From an optimization exercise on the open Yosys and OpenROAD flow, aimed at small area and a short achievable clock period; shortcuts taken in it are not production practice.
Function was checked by simulation only, so behaviour that the tests miss may differ from the original.

==> flow/design.v (excerpt) <==
module QPSK_Symbol_Timing_Sync_Top #(
    parameter DATA_WIDTH   = 16,
    parameter MU_WIDTH     = 10,
    parameter MU_FRAC      = 9,
    parameter COEFF_WIDTH  = 16,
    parameter ACC_WIDTH    = 32
)(
    input  wire                         clk,
    input  wire                         rst,
    input  wire signed [DATA_WIDTH-1:0] I_in,
    input  wire signed [DATA_WIDTH-1:0] Q_in,
    output wire signed [DATA_WIDTH-1:0] I_out,
    output wire signed [DATA_WIDTH-1:0] Q_out,
    output reg                          valid_out
);
clock: 14.0 ns
lec_check: 0
abc_area: 1
cap_margin: 0
core_margin: 2
core_utilization: 40
slew_margin: 0
standard.sh (not shown) runs the stock make flow with config.mk's settings and CLKGATE_MAP_FILE= SYNTH_SCRIPT=/design/flow/synth_recipe.tcl, a recipe that flattens the netlist after the stock synthesis.
==> flow/flow/run.sh <==
#!/bin/bash
# Standard synthesis, then the standard layout with plain buffers on the
# ports and timing repair aimed at a shorter period than the clock (the
# constraints themselves are unchanged).
set -euo pipefail
bash standard.sh synth > synth.log 2>&1
export BUFFER_PORTS_ARGS="-buffer_cell sky130_fd_sc_hd__buf_2"
bash standard.sh SETUP_SLACK_MARGIN=9.8 SKIP_GATE_CLONING=1 finish > layout.log 2>&1
The baseline completed without violations.
==> next run, changes <==
--- a/flow/flow/run.sh
+++ b/flow/flow/run.sh
@@ -7,2 +7,2 @@
 export BUFFER_PORTS_ARGS="-buffer_cell sky130_fd_sc_hd__buf_2"
-bash standard.sh SETUP_SLACK_MARGIN=9.8 SKIP_GATE_CLONING=1 finish > layout.log 2>&1
+bash standard.sh SETUP_SLACK_MARGIN=10.0 finish > layout.log 2>&1
CAP_MARGIN = 20   (was 0)
CORE_UTILIZATION = 55   (was 40)
SLEW_MARGIN = 20   (was 0)
=> Sequential share of layout area went down by 0.16 points. Wire length increases by 5.1%. Design area increases by about 1%. Clock-buffer cell count is lower by 8. Global-route usage is higher by 8.5 points. Worst setup slack improved by 31 ps. Synthesized cell count does not change. Clock skew drops by 23 ps. Non-clock buffer count is higher by 18. Final cell count went down by about 5%.
==> next run, changes <==
--- a/flow/flow/run.sh
+++ b/flow/flow/run.sh
@@ -7,2 +7,2 @@
 export BUFFER_PORTS_ARGS="-buffer_cell sky130_fd_sc_hd__buf_2"
-bash standard.sh SETUP_SLACK_MARGIN=10.0 finish > layout.log 2>&1
+bash standard.sh SETUP_SLACK_MARGIN=9.8 finish > layout.log 2>&1
CAP_MARGIN = 0   (was 20)
CORE_UTILIZATION = 40   (was 55)
CTS_BUF_LIST = sky130_fd_sc_hd__clkbuf_8   (was unset)
CTS_CLUSTER_SIZE = 20   (was unset)
SLEW_MARGIN = 0   (was 20)
Worst setup slack got worse by 120 ps.
Die area went up by 37%.
Synthesized area does not change.
Hold slack degrades by 38 ps.
Final area falls by 1.3%.

== red ==
Starting RTL as in the previous note.
Design QPSK_Symbol_Timing_Sync_Top, start of the top module:
module QPSK_Symbol_Timing_Sync_Top #(
    parameter DATA_WIDTH   = 16,
    parameter MU_WIDTH     = 10,
    parameter MU_FRAC      = 9,
    parameter COEFF_WIDTH  = 16,
    parameter ACC_WIDTH    = 32
)(
    input  wire                         clk,
    input  wire                         rst,
    input  wire signed [DATA_WIDTH-1:0] I_in,
    input  wire signed [DATA_WIDTH-1:0] Q_in,
    output wire signed [DATA_WIDTH-1:0] I_out,
    output wire signed [DATA_WIDTH-1:0] Q_out,
    output reg                          valid_out
);
    reg        [9:0]  mu;
    reg signed [10:0] mu_sum;
    reg               uf;
    reg               mu_nx9;    
    reg signed [9:0]  vk;        
    wire [9:0]  mu_next = {mu_sum[10] & ~mu_sum[9], mu_sum[8:0]};
    wire [10:0] mu_half = {1'b0, mu} + 11'd256;
    wire [10:0] ms_n;
    add_sk #(11) u_ms (.a(mu_half), .b({vk[9], vk}), .ci(1'b0), .s(ms_n), .co());
    always @(posedge clk or posedge rst) begin
        if (rst) begin
            mu     <= 10'd154;
            mu_sum <= 11'sd0;
            mu_nx9 <= 1'b0;
            uf     <= 1'b0;
        end else begin
            mu_sum <= ms_n;
            mu_nx9 <= ms_n[10] & ~ms_n[9];
            uf     <= mu_sum[10] | mu_sum[9];
            mu     <= mu_next;
        end
    end
    wire [10:0] mx = {ms_n[10] & ~ms_n[9], ms_n[8:0], 1'b0};
    wire [4:0]  aone_n, atwo_n, aneg_n;
    mu_square u_sq (.m({mu_nx9, mu_sum[8:0]}), .aone(aone_n), .atwo(atwo_n), .aneg(aneg_n));
    wire [4:0]  bone_n, btwo_n, bneg_n;
    genvar k;
  ...
export LEC_CHECK = 0
export ABC_AREA = 1
export CAP_MARGIN = 0
export CORE_MARGIN = 2
export CORE_UTILIZATION = 40
export SLEW_MARGIN = 0
create_clock -name core_clock -period 14.0 [get_ports {clk}]
==> flow/flow/run.sh <==
#!/bin/bash
# Standard synthesis; then full-adder polarities chosen so that fewer
# inverters sit between full adders (flow/polar.py, registers untouched);
# then the standard layout with plain buffers on the ports and timing repair
# aimed at a shorter period than the clock (the constraints themselves are
# unchanged).
set -euo pipefail
bash standard.sh synth > synth.log 2>&1
R=orfs/results/${FLOW_PLATFORM:-sky130hd}/QPSK_Symbol_Timing_Sync_Top/base
cp "$R/1_2_yosys.v" "$R/1_2_yosys.std.v"
python3 flow/polar.py "$R/1_2_yosys.std.v" "$R/1_2_yosys.v" > polar.log 2>&1
export BUFFER_PORTS_ARGS="-buffer_cell sky130_fd_sc_hd__buf_2"
bash standard.sh SETUP_SLACK_MARGIN=9.6 finish > layout.log 2>&1
Other scripts of this flow, unchanged in this note and not shown: flow/flow/polar.py
red finished every step from synthesis to the final layout, and the layout passed the timing, DRC and antenna checks.
--- input diff red..blue ---
-- flow/flow/run.sh --
<<< red, line 11
python3 flow/polar.py "$R/1_2_yosys.std.v" "$R/1_2_yosys.v" > polar.log 2>&1
export BUFFER_PORTS_ARGS="-buffer_cell sky130_fd_sc_hd__buf_2"
bash standard.sh SETUP_SLACK_MARGIN=9.6 finish > layout.log 2>&1
>>> blue, line 11
python3 flow/polar.py "$R/1_2_yosys.std.v" "$R/1_2_yosys.v" > polar.log 2>&1
export BUFFER_PORTS_ARGS="-buffer_cell sky130_fd_sc_hd__buf_2"
bash standard.sh SETUP_SLACK_MARGIN=9.8 finish > layout.log 2>&1
Notes after the runs:
The final reports for blue and red show clock tree skew after final layout higher in the former. Utilization red -> blue: up. On number of detailed-route iterations in the first pass: blue sits above red.
Edits applied to the flow inputs when going from blue to green:
-- flow/flow/run.sh --
<<< blue, line 11
python3 flow/polar.py "$R/1_2_yosys.std.v" "$R/1_2_yosys.v" > polar.log 2>&1
export BUFFER_PORTS_ARGS="-buffer_cell sky130_fd_sc_hd__buf_2"
bash standard.sh SETUP_SLACK_MARGIN=9.8 finish > layout.log 2>&1
>>> green, line 11
python3 flow/polar.py "$R/1_2_yosys.std.v" "$R/1_2_yosys.v" > polar.log 2>&1
export BUFFER_PORTS_ARGS="-buffer_cell sky130_fd_sc_hd__buf_2"
bash standard.sh SETUP_SLACK_MARGIN=9.7 finish > layout.log 2>&1
--- outcome ---
Comparing green and blue, the higher routed wire length on met3 was measured on green.
green: non-clock buffer share of cell area lower than blue
STATUS total routed wirelength: green wins against blue
Any difference in total instance count after detailed placement between green and blue is small enough to ignore.
green vs. blue: via count normalized by instance count neither gained nor lost much, setup violation total in the final timing report neither gained nor lost much.
Fmax: green vs blue down about 1.2%
Of green and blue, the run reporting the higher number of global-route vias before repair was green.
Against blue, total number of vias in green came out better.

## static timing again, ports no longer ideal
The results above use ideal ports. As a check the final layouts listed here were re-extracted and re-timed, cells and wires unchanged. Step 1: set_driving_cell puts a clkbuf_16 on clk and a buf_2 on each other input, an assumption about the parent block. Step 2 times the ports against the registers' clock, not the clock port: input delays grow and output delays shrink by t, the midpoint of the rising clock arrivals with the driver on. Slacks: ideal / step 1 / step 2; pairs: ideal / step 1.
| run | t (ns) | slack for setup (ns) | worst data-port slew with drivers (ns) | cell pins on the clock port's net |
|---|---|---|---|---|
| the first run of note 1 | 0.649 | 9.916 / 9.866 / 9.369 | 0.05 | 1 |
| the second run of note 1 | 0.655 | 9.947 / 9.947 / 9.460 | 0.05 | 1 |
| the third run of note 1 | 0.732 | 9.828 / 9.768 / 9.350 | 0.05 | 1 |
| red | 0.645 | 9.806 / 9.806 / 9.189 | 0.06 | 1 |
| blue | 0.644 | 9.903 / 9.903 / 9.369 | 0.07 | 1 |
| green | 0.645 | 9.855 / 9.855 / 9.360 | 0.05 | 1 |
After both steps every run listed still meets setup and hold. The setup slack of red, which loses most, moves by 0.000 ns with the drivers and by -0.617 ns with both steps.
